Source: an optimization exercise on an open RTL-to-GDS flow (aim: small area). Production flows keep margins and buffers that such runs may drop. Only simulation tests tie the RTL to the original design; equivalence was not proved. No driver is modelled on the clock port, so clock power and skew are understated where the tree is cut down; a real chip needs a root buffer or a tree. Power figures rest on the tool's default switching activity, not on a simulated workload.

Design mtm_Alu, start of the top module:
module mtm_Alu (
    input  wire clk,    
    input  wire rst_n,  
    input  wire sin,    
    output reg  sout    
);
For scale: ~370 cells after synthesis, roughly 4 I/O pins.
Settings: LEC_CHECK=0, ABC_AREA=1, CAP_MARGIN=20, CORE_MARGIN=2, CORE_UTILIZATION=60, SLEW_MARGIN=20; clock period 5.0 ns.
standard.sh (not shown) runs the stock make flow with config.mk's settings and CLKGATE_MAP_FILE= SYNTH_SCRIPT=/design/flow/synth_recipe.tcl, a recipe that flattens the netlist after the stock synthesis.
==> flow/flow/run.sh <==
#!/bin/bash
# Own layout flow: the standard synthesis, then the combinational logic between the
# registers is mapped again by ABC with an area-oriented script (registers, full adders
# and the design's ports are kept as they are), then the standard layout from the
# floorplan on. Each tool's output goes to a log file of its own in this folder.
set -euo pipefail
HERE=$(pwd)
FLOWDIR=$HERE/flow
RES=$HERE/orfs/results/${FLOW_PLATFORM}/mtm_Alu/base
LIB=$FLOW_HOME/platforms/${FLOW_PLATFORM}/lib/sky130_fd_sc_hd__tt_025C_1v80.lib
YOSYS=$FLOW_HOME/../tools/install/yosys/bin/yosys
[[ -x $YOSYS ]] || YOSYS=$(command -v yosys)

# 1. standard synthesis
bash standard.sh synth > $HERE/log_1_standard_synth.txt 2>&1

# 2. re-map the combinational logic
cp $RES/1_2_yosys.v $HERE/standard_1_2_yosys.v
python3 $FLOWDIR/unmap.py $LIB $HERE/standard_1_2_yosys.v $HERE/unmapped.v fa_ > $HERE/log_2_unmap.txt 2>&1
DONTUSE=""
for c in $(sed -n '/DONT_USE_CELLS/,/^$/p' $FLOW_HOME/platforms/${FLOW_PLATFORM}/config.mk | grep -o 'sky130_fd_sc_hd__[a-z0-9_]*'); do
  DONTUSE="$DONTUSE -dont_use $c"
done
cat > $HERE/resynth.ys <<EOY
read_liberty -lib $LIB
read_verilog $HERE/unmapped.v
hierarchy -check -top $FLOW_TOP
techmap
opt -fast
opt_clean
abc -liberty $LIB $DONTUSE -script $FLOWDIR/abc_area.scr -D 5000
opt_clean -purge
hilomap -singleton -hicell sky130_fd_sc_hd__conb_1 HI -locell sky130_fd_sc_hd__conb_1 LO
splitnets
opt_clean -purge
insbuf -buf sky130_fd_sc_hd__buf_4 A X
check -assert
tee -o $HERE/resynth_stat.txt stat -liberty $LIB
write_verilog -noattr -noexpr -nohex -nodec $HERE/resynth.v
EOY
$YOSYS -s $HERE/resynth.ys > $HERE/log_3_resynth.txt 2>&1
cp $HERE/resynth.v $RES/1_2_yosys.v
touch $RES/1_2_yosys.v

# 3. standard layout from the floorplan on
bash standard.sh > $HERE/log_4_standard_layout.txt 2>&1
Other scripts of this flow, unchanged in this note and not shown: flow/flow/abc_area.scr, flow/flow/unmap.py
Next try:
--- a/flow/flow/run.sh
+++ b/flow/flow/run.sh
@@ -45,2 +45,2 @@
-# 3. standard layout from the floorplan on
-bash standard.sh > $HERE/log_4_standard_layout.txt 2>&1
+# 3. standard layout from the floorplan on; the clock tree without dummy loads
+bash standard.sh finish "CTS_ARGS=-sink_clustering_enable -repair_clock_nets -dont_use_dummy_load" > $HERE/log_4_standard_layout.txt 2>&1
- GPL_TIMING_DRIVEN: unset -> 0
Maximum frequency came out lower by 3.7%.
Non-clock buffer count falls by 5.
Design area falls by 1.0%.
Combinational power increases by about 4%.
Hold slack loses 10 ps.
Utilization decreases by 0.71 points.
Synthesized area is unchanged.
Critical path depth stays the same.
Synthesized cell count is unchanged.
Power fell by about 3.4%.
Next try:
- GPL_TIMING_DRIVEN: 0 -> unset
- die area is unchanged
- via count went down by 0.50%
- power is lower by 1.2%

* * *

mtm_Alu again, from the RTL that the note above started with.
## mtm_Alu
module mtm_Alu (
    input  wire clk,    
    input  wire rst_n,  
    input  wire sin,    
    output reg  sout    
);
Settings: LEC_CHECK=0, ABC_AREA=1, CAP_MARGIN=20, CORE_MARGIN=2, CORE_UTILIZATION=60, SLEW_MARGIN=20; clock period 5.0 ns.
==> flow/flow/run.sh <==
#!/bin/bash
# Own layout flow: the standard synthesis, then the combinational logic between the
# registers is mapped again by ABC with an area-oriented script (registers, full adders
# and the design's ports are kept as they are), then the standard layout from the
# floorplan on. Each tool's output goes to a log file of its own in this folder.
set -euo pipefail
HERE=$(pwd)
FLOWDIR=$HERE/flow
RES=$HERE/orfs/results/${FLOW_PLATFORM}/mtm_Alu/base
LIB=$FLOW_HOME/platforms/${FLOW_PLATFORM}/lib/sky130_fd_sc_hd__tt_025C_1v80.lib
YOSYS=$FLOW_HOME/../tools/install/yosys/bin/yosys
[[ -x $YOSYS ]] || YOSYS=$(command -v yosys)

# 1. standard synthesis
bash standard.sh synth > $HERE/log_1_standard_synth.txt 2>&1

# 2. re-map the combinational logic
cp $RES/1_2_yosys.v $HERE/standard_1_2_yosys.v
python3 $FLOWDIR/unmap.py $LIB $HERE/standard_1_2_yosys.v $HERE/unmapped.v fa_ > $HERE/log_2_unmap.txt 2>&1
DONTUSE=""
for c in $(sed -n '/DONT_USE_CELLS/,/^$/p' $FLOW_HOME/platforms/${FLOW_PLATFORM}/config.mk | grep -o 'sky130_fd_sc_hd__[a-z0-9_]*'); do
  DONTUSE="$DONTUSE -dont_use $c"
done
cat > $HERE/resynth.ys <<EOY
read_liberty -lib $LIB
read_verilog $HERE/unmapped.v
hierarchy -check -top $FLOW_TOP
techmap
opt -fast
opt_clean
abc -liberty $LIB $DONTUSE -script $FLOWDIR/abc_area.scr -D 5000
opt_clean -purge
hilomap -singleton -hicell sky130_fd_sc_hd__conb_1 HI -locell sky130_fd_sc_hd__conb_1 LO
splitnets
opt_clean -purge
insbuf -buf sky130_fd_sc_hd__buf_4 A X
check -assert
tee -o $HERE/resynth_stat.txt stat -liberty $LIB
write_verilog -noattr -noexpr -nohex -nodec $HERE/resynth.v
EOY
$YOSYS -s $HERE/resynth.ys > $HERE/log_3_resynth.txt 2>&1
cp $HERE/resynth.v $RES/1_2_yosys.v
touch $RES/1_2_yosys.v

# 3. standard layout from the floorplan on; after clock_tree_synthesis the clock
#    tree is rebuilt as one level of four buffers (flow/post_cts.tcl)
bash standard.sh finish "CTS_ARGS=-sink_clustering_enable -repair_clock_nets -dont_use_dummy_load" \
  "POST_CTS_TCL=$FLOWDIR/post_cts.tcl" > $HERE/log_4_standard_layout.txt 2>&1
==> flow/flow/abc_area.scr <==
strash; dch -f; amap; topo; stime -c
==> flow/flow/post_cts.tcl <==
# POST_CTS_TCL hook: replace the clock tree that clock_tree_synthesis built with
# a single level of four clkbuf_16 driven by the clock port, each driving a
# quarter of the registers, grouped by position (two columns of two groups).
# Every register gets the same buffer type and the same number of buffers
# from the clock port.
set mt_block [ord::get_db_block]
set mt_db [ord::get_db]
set mt_clk [$mt_block findNet clk]
set mt_master [$mt_db findMaster sky130_fd_sc_hd__clkbuf_16]

# register clock pins
set mt_sinks {}
foreach mt_inst [$mt_block getInsts] {
  if {![[$mt_inst getMaster] isSequential]} { continue }
  set mt_it [$mt_inst findITerm CLK]
  if {$mt_it eq "NULL" || $mt_it eq ""} { continue }
  set mt_loc [$mt_inst getLocation]
  lappend mt_sinks [list [lindex $mt_loc 0] [lindex $mt_loc 1] $mt_it]
}
puts "post_cts: [llength $mt_sinks] register clock pins"

# take out the tree clock_tree_synthesis built
foreach mt_inst [$mt_block getInsts] {
  set mt_name [$mt_inst getName]
  set mt_mname [[$mt_inst getMaster] getName]
  if {([string match "clkbuf_*" $mt_name] && [string match "sky130_fd_sc_hd__clkbuf_*" $mt_mname])
      || ([string match "clkload*" $mt_name] && [string match "sky130_fd_sc_hd__clkinv*" $mt_mname])} {
    set mt_out [[$mt_inst findITerm X] getNet]
    foreach mt_it [$mt_inst getITerms] { if {[$mt_it getNet] ne "NULL"} { $mt_it disconnect } }
    odb::dbInst_destroy $mt_inst
    if {$mt_out ne "NULL" && $mt_out ne $mt_clk} {
      foreach mt_it [$mt_out getITerms] { $mt_it disconnect }
      odb::dbNet_destroy $mt_out
    }
  }
}
foreach mt_s $mt_sinks {
  set mt_it [lindex $mt_s 2]
  if {[$mt_it getNet] ne "NULL"} { $mt_it disconnect }
}

# four groups: split by x into two columns, each column by y into two groups
set mt_sinks [lsort -integer -index 0 $mt_sinks]
set mt_n [llength $mt_sinks]
set mt_groups {}
for {set c 0} {$c < 2} {incr c} {
  set mt_col [lsort -integer -index 1 [lrange $mt_sinks [expr {$c * $mt_n / 2}] [expr {($c + 1) * $mt_n / 2 - 1}]]]
  set mt_m [llength $mt_col]
  for {set r 0} {$r < 2} {incr r} {
    lappend mt_groups [lrange $mt_col [expr {$r * $mt_m / 2}] [expr {($r + 1) * $mt_m / 2 - 1}]]
  }
}
set mt_g 0
foreach mt_grp $mt_groups {
  set sx 0; set sy 0
  foreach s $mt_grp { set sx [expr {$sx + [lindex $s 0]}]; set sy [expr {$sy + [lindex $s 1]}] }
  set cx [expr {$sx / [llength $mt_grp]}]; set cy [expr {$sy / [llength $mt_grp]}]
  set mt_inst [odb::dbInst_create $mt_block $mt_master "clkbuf_leaf_$mt_g"]
  $mt_inst setLocation $cx $cy
  $mt_inst setPlacementStatus PLACED
  set mt_net [odb::dbNet_create $mt_block "clknet_leaf_$mt_g"]
  $mt_net setSigType CLOCK
  [$mt_inst findITerm A] connect $mt_clk
  [$mt_inst findITerm X] connect $mt_net
  foreach s $mt_grp { [lindex $s 2] connect $mt_net }
  incr mt_g
}
puts "post_cts: $mt_g clock buffers"

detailed_placement
estimate_parasitics -placement
if { [llength [info procs repair_timing_helper]] } {
  repair_timing_helper
  detailed_placement
}
check_placement -verbose
report_clock_skew
Other scripts of this flow, unchanged in this note and not shown: flow/flow/unmap.py
The starting point produced a clean layout.
Edit:
--- a/flow/flow/run.sh
+++ b/flow/flow/run.sh
@@ -47,2 +47,3 @@
 bash standard.sh finish "CTS_ARGS=-sink_clustering_enable -repair_clock_nets -dont_use_dummy_load" \
-  "POST_CTS_TCL=$FLOWDIR/post_cts.tcl" > $HERE/log_4_standard_layout.txt 2>&1
+  "POST_CTS_TCL=$FLOWDIR/post_cts.tcl" "BUFFER_PORTS_ARGS=-buffer_cell sky130_fd_sc_hd__buf_1" \
+  > $HERE/log_4_standard_layout.txt 2>&1
--- a/flow/flow/post_cts.tcl
+++ b/flow/flow/post_cts.tcl
@@ -73,4 +73,6 @@
   repair_timing_helper
-  detailed_placement
 }
+# size down the gates that have slack to spare
+repair_timing -recover_power 100
+detailed_placement
 check_placement -verbose
Result: The changed run completed without violations. Worst hold slack loses 0.0035 ns. Sequential share of layout area grows by 0.13 points. Fmax shrinks by 1.6%. First-iteration DRC count grows by 5.1%. Cell area stays flat. Final cell count is unchanged. Core utilization shrinks by 0.15 points. Register-to-register slack loses 0.08 ns. Setup slack loses 0.076 ns. Routed wire length shrinks by about 2.3%.
Edit:
--- a/flow/flow/post_cts.tcl
+++ b/flow/flow/post_cts.tcl
@@ -73,6 +73,4 @@
   repair_timing_helper
+  detailed_placement
 }
-# size down the gates that have slack to spare
-repair_timing -recover_power 100
-detailed_placement
 check_placement -verbose
Clock power stays flat.
Synthesized cell count does not change.
Register-to-register slack stays flat.
Edit:
--- a/flow/flow/run.sh
+++ b/flow/flow/run.sh
@@ -47,3 +47,2 @@
 bash standard.sh finish "CTS_ARGS=-sink_clustering_enable -repair_clock_nets -dont_use_dummy_load" \
-  "POST_CTS_TCL=$FLOWDIR/post_cts.tcl" "BUFFER_PORTS_ARGS=-buffer_cell sky130_fd_sc_hd__buf_1" \
-  > $HERE/log_4_standard_layout.txt 2>&1
+  "POST_CTS_TCL=$FLOWDIR/post_cts.tcl" > $HERE/log_4_standard_layout.txt 2>&1
==> flow/flow/abc_area.scr (replaced) <==
strash; dch -f; amap; topo; stime -c; buffer -c; upsize -c; dnsize -c
- global-route usage goes down by 0.39 points
- wire length goes up slightly
- area after synthesis goes up slightly
- total power goes up slightly
- flip-flop and latch count does not change
- combinational power is about the same
- final cell count goes down slightly
- worst setup slack improved by 0.10 ns
- first-iteration DRC count goes down by about a fifth
In every run of this note, the design's own scripts or RTL, not TritonCTS, make the clock network.

[separate check: timing with driven ports]
The flow's constraints put no driver on any port. The routed layouts listed below were extracted and timed again, unchanged, in two steps.
Step 1 (the two cells are an assumption about what drives the block):
set clk [get_ports {clk}]
set_driving_cell -lib_cell sky130_fd_sc_hd__clkbuf_16 $clk
set_driving_cell -lib_cell sky130_fd_sc_hd__buf_2 [delete_from_list [all_inputs] $clk]
Step 2 moves the port delays by t, midway between the first and last clock arrival at a register: inputs arrive t later, outputs are due t later. That takes back most of the time a late clock gives input paths.
Three values: ideal ports, drivers, drivers and shift; two values: the first two.
| run | t, ns | setup slack, ns | hold slack, ns |
|---|---|---|---|
| the first run of note 1 | 0.382 | 0.362 / 0.362 / 0.362 | 0.454 / 0.454 / 0.454 |
| the second run of note 1 | 0.382 | 0.185 / 0.185 / 0.185 | 0.444 / 0.444 / 0.444 |
| the third run of note 1 | 0.381 | 0.361 / 0.361 / 0.361 | 0.450 / 0.450 / 0.450 |
| the first run of note 2 | 0.228 | 0.343 / 0.344 / 0.344 | 0.448 / 0.448 / 0.448 |
| the second run of note 2 | 0.230 | 0.267 / 0.267 / 0.267 | 0.444 / 0.444 / 0.444 |
| the third run of note 2 | 0.230 | 0.268 / 0.268 / 0.268 | 0.445 / 0.445 / 0.445 |
| the fourth run of note 2 | 0.232 | 0.369 / 0.369 / 0.369 | 0.445 / 0.445 / 0.445 |
After both steps every run listed still meets setup and hold.
